Source: an optimization exercise on an open RTL-to-GDS flow (aim: small area and a short achievable clock period). Production flows keep margins and buffers that such runs may drop. The RTL was checked by simulation tests, not by an equivalence proof against the original design.

==> flow/design.v, too long to show whole: its modules and the start of the top module <==
// module control: 265 lines
// module nand2: 3 lines
// module line_buffer: 39 lines
// module cnn: 3172 lines
// module fa: 4 lines
// module ha: 4 lines
// module ppa: 3 lines
// module ppb: 3 lines
// module pp4: 3 lines
// module pps: 3 lines
// module bias_relu: 174 lines
// module pgc: 4 lines
// module gc: 3 lines
// module vgg: 137 lines
module vgg #(
    parameter data_bit = 9,
    parameter pixel_bit = 36,
    parameter ker_bias_bit = 16,
    parameter matrix_num = 9,
    parameter parallelism = 8,
    parameter img_w = 32,
    parameter img_h = 32
) (
    input clk,reset,
    input start,
    input [data_bit-1:0] data_in,
    input signed [ker_bias_bit*matrix_num*parallelism-1:0] kernel,
    input signed [ker_bias_bit*parallelism-1:0] bias,
    input signed [pixel_bit*parallelism-1:0] pixel_read,
    output [3:0]  state,
    output [3:0]  next_state,
    output        mode,
    output        input_en,
    output [15:0] input_addr,
    output [5:0]  input_offset,
    output        read_en,
    output [15:0] read_addr,
    output        write_en,
    output [15:0] write_addr,
    output [7:0]  kernel_addr,
    output [5:0]  bias_addr,
    output        write_l1_picture_en,
    output [7:0]  write_picture_counter,
    output [15:0] write_picture_total_counter,
    output        finish,
    output signed [pixel_bit*parallelism-1:0] pixel_write
);
  // ...
==> flow/flow/run.sh <==
#!/bin/bash
# Layout flow: the standard.sh (standard synthesis unchanged, then the
# ORFS flow) with these changes in how the layout is optimised:
#  - before global placement every cell is put at its smallest drive
#    strength (flow/downsize.tcl); repair_design / repair_timing size up
#    what slew, capacitance and timing need;
#  - every port still gets a buffer, but a plain buf_1 instead of a
#    clkdlybuf4s50_1 delay cell (sized up by the repair steps as needed);
#  - repair_timing aims for SETUP_SLACK_MARGIN ns of extra setup slack, so
#    the achieved period is optimised, not only the 25 ns target.
# The clock, I/O delays and loads are the design's (constraint.sdc as given).
set -euo pipefail
MARGIN=${MARGIN:-14.7}
HERE=$(pwd)
bash standard.sh SETUP_SLACK_MARGIN=$MARGIN PRE_GLOBAL_PLACE_TCL=$HERE/flow/downsize.tcl \
  "BUFFER_PORTS_ARGS=-buffer_cell sky130_fd_sc_hd__buf_1" finish > flow_make.log 2>&1
==> flow/flow/downsize.tcl <==
# Put every standard cell at the smallest drive strength of its function
# (same cell name up to the _N drive suffix); the resizer's repair_design and
# repair_timing later size up what the timing and slew need.
set db [ord::get_db]
set block [[$db getChip] getBlock]
set n 0
set area_before 0.0
set area_after 0.0
array set best {}
foreach inst [$block getInsts] {
  set m [$inst getMaster]
  set name [$m getName]
  if {![regexp {^(sky130_fd_sc_hd__[a-z0-9]+)_([0-9]+)$} $name -> base drv]} { continue }
  if {[string match "*dfxtp*" $base] || [string match "*dfrtp*" $base] || [string match "*conb*" $base] || [string match "*tap*" $base] || [string match "*fill*" $base] || [string match "*decap*" $base]} { continue }
  if {![info exists best($base)]} {
    set bm ""
    set ba 1e9
    foreach d {0 1 2 4} {
      set cand [$db findMaster ${base}_$d]
      if {$cand == "NULL" || $cand == ""} { continue }
      set a [expr {[$cand getWidth] * [$cand getHeight]}]
      if {$a < $ba} { set ba $a; set bm $cand }
    }
    set best($base) $bm
  }
  set bm $best($base)
  if {$bm != "" && [$bm getName] != $name} {
    $inst swapMaster $bm
    incr n
  }
}
puts "downsize: swapped $n instances to their smallest drive"
==> flow/standard.sh <==
#!/bin/bash
# synth_recipe.tcl (not shown) runs the flow's synth.tcl, then flattens the netlist and writes it again
# the make line also repeats each setting of config.mk as NAME=value (left out here)
make -C /OpenROAD-flow-scripts/flow DESIGN_CONFIG=/design/flow/config.mk WORK_HOME=/design/flow/orfs CLKGATE_MAP_FILE= SYNTH_SCRIPT=/design/flow/synth_recipe.tcl "${@:-finish}"
==> flow/config.mk <==
export PLATFORM = sky130hd
export DESIGN_NAME = vgg
export DESIGN_NICKNAME = vgg
export VERILOG_FILES = /design/flow/design.v
export SDC_FILE = /design/flow/constraint.sdc
export NUM_CORES = 8
export LEC_CHECK = 0
export CAP_MARGIN = 20
export CELL_PAD_IN_SITES_DETAIL_PLACEMENT = 1
export CORE_MARGIN = 2
export CORE_UTILIZATION = 40
export PLACE_DENSITY = 0.45
export SLEW_MARGIN = 20
export SYNTH_HIERARCHICAL = 1
==> flow/constraint.sdc <==
create_clock -name core_clock -period 25.0 [get_ports {clk}]
set_input_delay 5.0000 -clock core_clock [delete_from_list [all_inputs] [get_ports {clk}]]
set_output_delay 5.0000 -clock core_clock [all_outputs]
set_load 0.01 [all_outputs]
==> flow_summary.toml, run 1 <==
[outcome]
status = "complete, no violations"

[sta]
period_needed_ps = 10350
finalSetupTns_ps = 0
finalHoldViolCount = 0
min_period_over_period_pct = 41.4
max_freq_ghz = 0.0966
relSlewSlack_pct = 13.5

[detailed_routing]
num_vias = 233000
via_per_inst = 7.88
drtIter0Drc = 70300

[setup_path]
endpoint_kind = "output pin"
path_max_fanout = 31
r2r_setup_slack_ps = 14840
cpMaxStageDelayCell = "nor3_1"
crit_path_max_incr_delay_ps = 900
timing.rr.end = "lane[2].bias_relu.acc[44]"
reg2reg_depth = 20
crit_end = "pixel_write[244]"

[clocking]
h-tree-depth = 4
cts_resized = 31
cts_tree = "built"

[finish]
n_all_inverters = 1254
final_area_um2 = 264000
multi_input_area_share_pct = 77.3
regArea_um2 = 25400
finalNonFillerCells = 29500
largest_reg_flops = 639
layout_commonest_cell = "fa_1"

[floorplan]
dieHeight_um = 786
start_util_pct = 40.1
die_x_um = 786

[grt]
grt_pass1_vias = 238000
met1_usage_pct = 59.5
met2_usage_pct = 70.4

[worst_hold_path]
hp-start = "line_buffer.chain[573]"
min_to = "line_buffer.chain[564]"

[yosys]
synthCells = 18400
avgSynthCellArea_um2 = 13.3

[place]
placed_area_um2 = 256000
==> run 2: changes to the inputs <==
--- a/flow/config.mk
+++ b/flow/config.mk
@@ -7,7 +7,6 @@
 export LEC_CHECK = 0
 export CAP_MARGIN = 20
-export CELL_PAD_IN_SITES_DETAIL_PLACEMENT = 1
 export CORE_MARGIN = 2
-export CORE_UTILIZATION = 40
+export CORE_UTILIZATION = 30
 export PLACE_DENSITY = 0.45
 export SLEW_MARGIN = 20
==> flow_summary.toml, run 2 <==
[setup_path]
crit_path_start_kind = "primary input"
path_class = "in2out"
worstPathRequired_ps = 20000
path_max_fanout = 2
worst_ep_arrival_time_ps = 5380
reg2reg_depth = 19
endpoint_kind = "output pin"

[detailed_routing]
finalWirelength_um = 1710000
remaining_drc_errors = 0
drt_first_pass_iters = 33
highest_layer = "met5"
postRouteAntennaNets = 0
num_vias = 234000
dr_wl_met2_um = 682000
via_per_inst = 7.20
wl_met3_um = 267000
drtIter0Drc = 71400
post_drt_wl_per_cell_um = 52.8
drt-met1-wl_um = 599000

[place]
place_inst = 31300
place.gp.congestion = 1.03
dp_hpwl_um = 1420000
io_buffers = 1973

[grt]
grt_max_degree = 81
grt_pass1_wl_um = 2220000
grt_pass1_vias = 234000
antenna_found_initial = 851
grt.overflow.total = 0
track_usage_pct = 40.1

[finish]
largest_reg_flops = 639
syn_to_final_growth_pct = 9.67
fin_util_pct = 33.0
layout_common_cells = "fa_1 (6209), a222oi_1 (4320), buf_1 (1965)"
drive_gt1_share_pct = 5.50
reg_top3 = "line_buffer.chain: 639 flops, lane.bias_relu.acc: 464 flops"
finalNonFillerCells = 32400
layout.nets = 28800
regMostFlops = "line_buffer.chain"
layout_commonest_cell = "fa_1"

[outcome]
status = "complete, no violations"

[sta]
finalSetupTns_ps = 0
rsz0062_at_grt = "yes"
slew_violations = 0
finalSetupViolations = 0
period_needed_ps = 10380
finClkSkew_ps = 143
worstMarginPinSlew_ps = 1350
relSlewSlack_pct = 9.73
min_period_over_period_pct = 41.5
max_freq_ghz = 0.0964
finalHoldViolCount = 0
whs_ps = 266

[floorplan]
die_x_um = 907
coreArea_um2 = 813000
dieHeight_um = 907
io_pins = 1974
rows = 331
dieArea_um2 = 823000
start_util_pct = 30.1

[worst_hold_path]
min_path_type = "reg2reg"
worstHoldPathCells = 0

[clocking]
h-tree-depth = 4
clock_latency_ps = 1040
cts_sinks = 1235
cts_made_buffers = 166
clockBufferDepth = 4
clkTransAtPathRegs_ps = 70
cts-root-buf = "clkbuf_16"
cts_tree = "built"

[yosys]
avgSynthCellArea_um2 = 13.3
ys_warn_count = 10
synthCells = 18400
netlist_area_um2 = 245000

[flow_run]
max-cap-violations = 0
run 2: per-stage QoR:
step           setup slack, ps  cell area (um2)
5_1_grt                  14610           268000
2_1_floorplan            14840           246000
3_5_place_dp             13680           260000
3_3_place_gp             13690           260000
6_report                 14620           268000
4_1_cts                  14620           266000
run 2: layer usage:
| metal | track usage, % | vias up |
|---|---|---|
| li1 | - | 81700 |
| met1 | 48.7 | 121000 |
| met2 | 53.9 | 24800 |
| met3 | 19.3 | 5221 |
| met4 | 31.9 | 402 |
| met5 | 0.538 | - |
run 2: cell type report:
cell class / instances / area [um2]
Antenna cell: 840 / 2100
Clock buffer: 225 / 4720
Clock inverter: 78 / 1010
Fill cell: 82900 / 544000
Inverter: 1254 / 4720
Multi-Input combinational cell: 15400 / 204000
Sequential cell: 1235 / 25400
Tap cell: 10800 / 13500
Timing Repair Buffer: 2603 / 12600
run 2: final timing paths:
path,startpoint,endpoint,slack [ps]
worst max-delay path,start,next_state[0],14620
worst min-delay path,line_buffer.chain[504],line_buffer.chain[495],270
worst max register to register,line_buffer.valid[0],lane[0].bias_relu.acc[45],14800
worst min register to register,line_buffer.chain[504],line_buffer.chain[495],270
max in group asynchronous,reset,control.input_addr[3],19300
min in group asynchronous,reset,control.kernel_addr[3],4340
run 2: timing repair:
item,in CTS,in global routing
hold buffers,0,0
buffers inserted,2,4
pin swaps,9,7
gates resized for setup,35,13
endpoints found under the setup margin,89,78
cloned,0,0
run 2: critical path, cell delays in order:
cell     delay (ps)
buf_12          120
nand2_4          60
nand2_4          50
buf_6           140

[afterwards: timing with drivers on the ports]
No port has a modelled driver above. Below, the same layouts with a new extraction and two added sets of constraints. Step 1 sets driving cells, clkbuf_16 on the clock port and buf_2 on the other inputs (assumed; they add their load-dependent delay and slew). Step 2, shift: input delay + t, output delay - t, t = (earliest + latest rising clock arrival at the registers) / 2. This alone moves slack from input paths to output paths. Slacks: ideal / step 1 / step 2; pairs: ideal / step 1.
run	t (ns)	slack for setup (ns)	hold slack, ns
run 1	1.131	14.646 / 14.487 / 13.563	0.303 / 0.303 / 0.303
run 2	1.111	14.623 / 14.564 / 13.473	0.266 / 0.266 / 0.266
After both steps setup and hold are still met in every run listed. For run 2, which loses most, drivers alone change the setup slack by -0.059 ns; drivers and shift together by -1.150 ns.
